From an optimization exercise on the open Yosys and OpenROAD flow, aimed at small area; shortcuts taken in it are not production practice.
Function was checked by simulation only, so behaviour that the tests miss may differ from the original.
The flow treats the clock pin as an ideal source. Dropping or thinning the clock tree relies on that and would not hold on a real chip.
No activity file was given, so power comes from the tool's default toggle rates.

==> inputs of run a <==
## collision_avoidance_car
module collision_avoidance_car (
    input wire clk,
    input wire rst,
    input wire front_obstacle_detected,
    input wire left_obstacle_detected,
    input wire right_obstacle_detected,
    input wire front_obstacle_slow,
    input wire lane_clear_left,
    input wire lane_clear_right,
    input wire destination_reached,
    input wire [1:0] speed_limit_zone,
    output wire [1:0] acceleration,
    output wire [1:0] steering,
    output wire [1:0] indicators,
    output reg  [7:0] current_speed_out,
    output reg  [31:0] distance_travelled_out,
    output wire [31:0] total_power_consumed_out
);
Settings: LEC_CHECK=0, CAP_MARGIN=20, CORE_MARGIN=2, CORE_UTILIZATION=40, SLEW_MARGIN=20, SYNTH_HIERARCHICAL=1; clock period 9.0 ns.
standard.sh (not shown) runs the stock make flow with config.mk's settings and CLKGATE_MAP_FILE= SYNTH_SCRIPT=/design/flow/synth_recipe.tcl, a recipe that flattens the netlist after the stock synthesis.
==> flow/flow/run.sh <==
#!/bin/bash
# The standard layout (standard synthesis unchanged), with buf_1 port buffers and a
# clock tree of clkbuf_8 without dummy loads. Each tool's output is in orfs/logs; make's
# own output is in standard.log.
set -euo pipefail
bash standard.sh \
  "BUFFER_PORTS_ARGS=-buffer_cell sky130_fd_sc_hd__buf_1" \
  "CTS_ARGS=-sink_clustering_enable -repair_clock_nets -dont_use_dummy_load -buf_list sky130_fd_sc_hd__clkbuf_8 -sink_clustering_size 40 -sink_clustering_max_diameter 200" \
  finish > standard.log 2>&1
==> run b (differences from run a) <==
==> flow/flow/run.sh (replaced) <==
#!/bin/bash
# The standard layout (standard synthesis unchanged) with buf_1 port buffers, and a
# clock tree built by flow/mycts.tcl in place of ORFS's cts step: the clock port drives
# 4 sky130_fd_sc_hd__clkbuf_16 buffer(s), each at the centre of its group of flip-flops.
# Logs: standard_*.log, mycts.log, and each tool's log in orfs/logs.
set -euo pipefail
here=$(pwd)
B="BUFFER_PORTS_ARGS=-buffer_cell sky130_fd_sc_hd__buf_1"
bash standard.sh "$B" place > standard_place.log 2>&1
bash standard.sh "$B" run RUN_SCRIPT=$here/flow/mycts.tcl RUN_LOG_NAME_STEM=4_1_cts \
  MY_CTS_BUF=sky130_fd_sc_hd__clkbuf_16 MY_CTS_GROUPS=4 > mycts.log 2>&1
bash standard.sh "$B" finish > standard_finish.log 2>&1
==> flow/flow/mycts.tcl (new file) <==
# Clock tree: the clock port drives CTS_ROOT_BUF buffers placed at the centroids of
# groups of flip-flops (k-means on their placement). Then the rest of ORFS's cts step.
utl::set_metrics_stage "cts__{}"
source $::env(SCRIPTS_DIR)/load.tcl
erase_non_stage_variables cts
load_design 3_place.odb 3_place.sdc

set buf_cell $::env(MY_CTS_BUF)
set ngroups $::env(MY_CTS_GROUPS)
set block [ord::get_db_block]
set clk_net [$block findNet clk]
set sinks {}
foreach it [$clk_net getITerms] {
  set inst [$it getInst]
  lappend sinks [list $it [$inst getLocation]]
}
puts "clock sinks: [llength $sinks]"
# k-means on sink locations
set pts {}
foreach s $sinks { lappend pts [lindex $s 1] }
set n [llength $pts]
set cent {}
for {set g 0} {$g < $ngroups} {incr g} {
  lappend cent [lindex $pts [expr {int(($g + 0.5) * $n / $ngroups)}]]
}
# sort points by x for an initial guess
set pts_sorted [lsort -integer -index 0 $pts]
set cent {}
for {set g 0} {$g < $ngroups} {incr g} {
  lappend cent [lindex $pts_sorted [expr {int(($g + 0.5) * $n / $ngroups)}]]
}
for {set iter 0} {$iter < 30} {incr iter} {
  set assign {}
  foreach p $pts {
    set best 0; set bd 1e30
    for {set g 0} {$g < $ngroups} {incr g} {
      set c [lindex $cent $g]
      set d [expr {abs([lindex $p 0]-[lindex $c 0]) + abs([lindex $p 1]-[lindex $c 1])}]
      if {$d < $bd} { set bd $d; set best $g }
    }
    lappend assign $best
  }
  set newc {}
  for {set g 0} {$g < $ngroups} {incr g} {
    set sx 0; set sy 0; set k 0
    foreach p $pts a $assign { if {$a == $g} { incr sx [lindex $p 0]; incr sy [lindex $p 1]; incr k } }
    if {$k == 0} { lappend newc [lindex $cent $g] } else { lappend newc [list [expr {$sx / $k}] [expr {$sy / $k}]] }
  }
  set cent $newc
}
set dbu [$block getDbUnitsPerMicron]
for {set g 0} {$g < $ngroups} {incr g} {
  set pins {}
  foreach s $sinks a $assign {
    if {$a == $g} {
      set it [lindex $s 0]
      lappend pins [get_pins -of_objects [get_cells [[$it getInst] getName]] -filter "direction == input && is_clock"]
    }
  }
  set c [lindex $cent $g]
  set x [expr {double([lindex $c 0]) / $dbu}]
  set y [expr {double([lindex $c 1]) / $dbu}]
  puts "group $g: [llength $pins] sinks at $x $y"
  insert_buffer -buffer_cell $buf_cell -net clk -load_pins $pins -location [list $x $y] \
    -buffer_name clkbuf_my_$g -net_name clknet_my_$g
}
foreach net [list clk] { [$block findNet $net] setSigType CLOCK }
foreach inst [$block getInsts] {
  if {[string match "clkbuf_my_*" [$inst getName]]} {
    foreach it [$inst getITerms] {
      set net [$it getNet]
      if {$net != "NULL"} { if {[$net getName] ne "VDD" && [$net getName] ne "VSS"} { $net setSigType CLOCK } }
    }
    puts "inserted [$inst getName] [[$inst getMaster] getName]"
  }
}
set_propagated_clock [all_clocks]

estimate_parasitics -placement
set_placement_padding -global \
  -left $::env(CELL_PAD_IN_SITES_DETAIL_PLACEMENT) \
  -right $::env(CELL_PAD_IN_SITES_DETAIL_PLACEMENT)
detailed_placement
estimate_parasitics -placement
repair_timing_helper
detailed_placement
check_placement -verbose
report_clock_min_period
report_checks -path_delay min_max
report_check_types -max_slew -max_capacitance -violators
foreach g [lsort [array names ::env MY_CTS*]] { puts "$g=$::env($g)" }
report_metrics 4 "cts final"
orfs_write_db $::env(RESULTS_DIR)/4_1_cts.odb
orfs_write_sdc $::env(RESULTS_DIR)/4_cts.sdc
==> qor summary <==
| item | run b | run a |
|---|---|---|
| Global-route wire length before repair | 14400 um | 14400 um |
| Multi-input combinational area share | 44.6% | 44.4% |
| Power in combinational cells | 958 uW | 959 uW |
| M1 wire length | 3740 um | 3800 um |
| Global routing met1 resource utilization | 20.2% | 20.4% |
| Clock share of power | 9.9% | 11.5% |
| Data arrival time of the worst path | 8170 ps | 8360 ps |
| Part of the total power dissipated in combinational logic | 52.5% | 51.5% |
| Fill cells | 1047 | 1043 |
| Starting DRC count in detailed routing | 149 | 172 |
| Layout non-clock buf frac | 6.42% | 6.39% |
| Number of cells in the finished layout apart from fillers | 558 | 563 |
| Ratio of final minimum period to clock period | 90.3% | 90.2% |
| Overall Global Routing Usage | 13.5% | 14.7% |
| Status | no timing/DRC/antenna violations | no timing/DRC/antenna violations |
| Detail Route met3 WL | 431 um | 522 um |
| Power density cells | 347 nW/um^2 | 352 nW/um^2 |
| Worst clock skew | 5.10 ps | 12.3 ps |
| Pleak | 0.00258 uW | 0.00260 uW |
| Time the worst path needs with I/O delays and setup | 8130 ps | 8110 ps |
| Area fraction of clock buffers and clock inverters | 1.90% | 2.34% |
In run b the design's own scripts or RTL, not TritonCTS, make the clock network.

==> afterwards: timing with drivers on the ports <==
The flow's constraints put no driver on any port. The routed layouts listed below were extracted and timed again, unchanged, in two steps.
Step 1 (the two cells are an assumption about what drives the block):
set clk [get_ports {clk}]
set_driving_cell -lib_cell sky130_fd_sc_hd__clkbuf_16 $clk
set_driving_cell -lib_cell sky130_fd_sc_hd__buf_2 [delete_from_list [all_inputs] $clk]
Step 2 moves the port delays by t, midway between the first and last clock arrival at a register: inputs arrive t later, outputs are due t later. That takes back most of the time a late clock gives input paths.
Three values: ideal ports, drivers, drivers and shift; two values: the first two.
run	t, ns	slack for setup (ns)	slew at the worst register clock pin (ns)	pins driven straight from the clock port
run a	0.394	0.886 / 0.886 / 0.886	0.08 / 0.08	1
run b	0.237	0.871 / 0.871 / 0.871	0.09 / 0.09	4
After both steps every run listed still meets setup and hold.
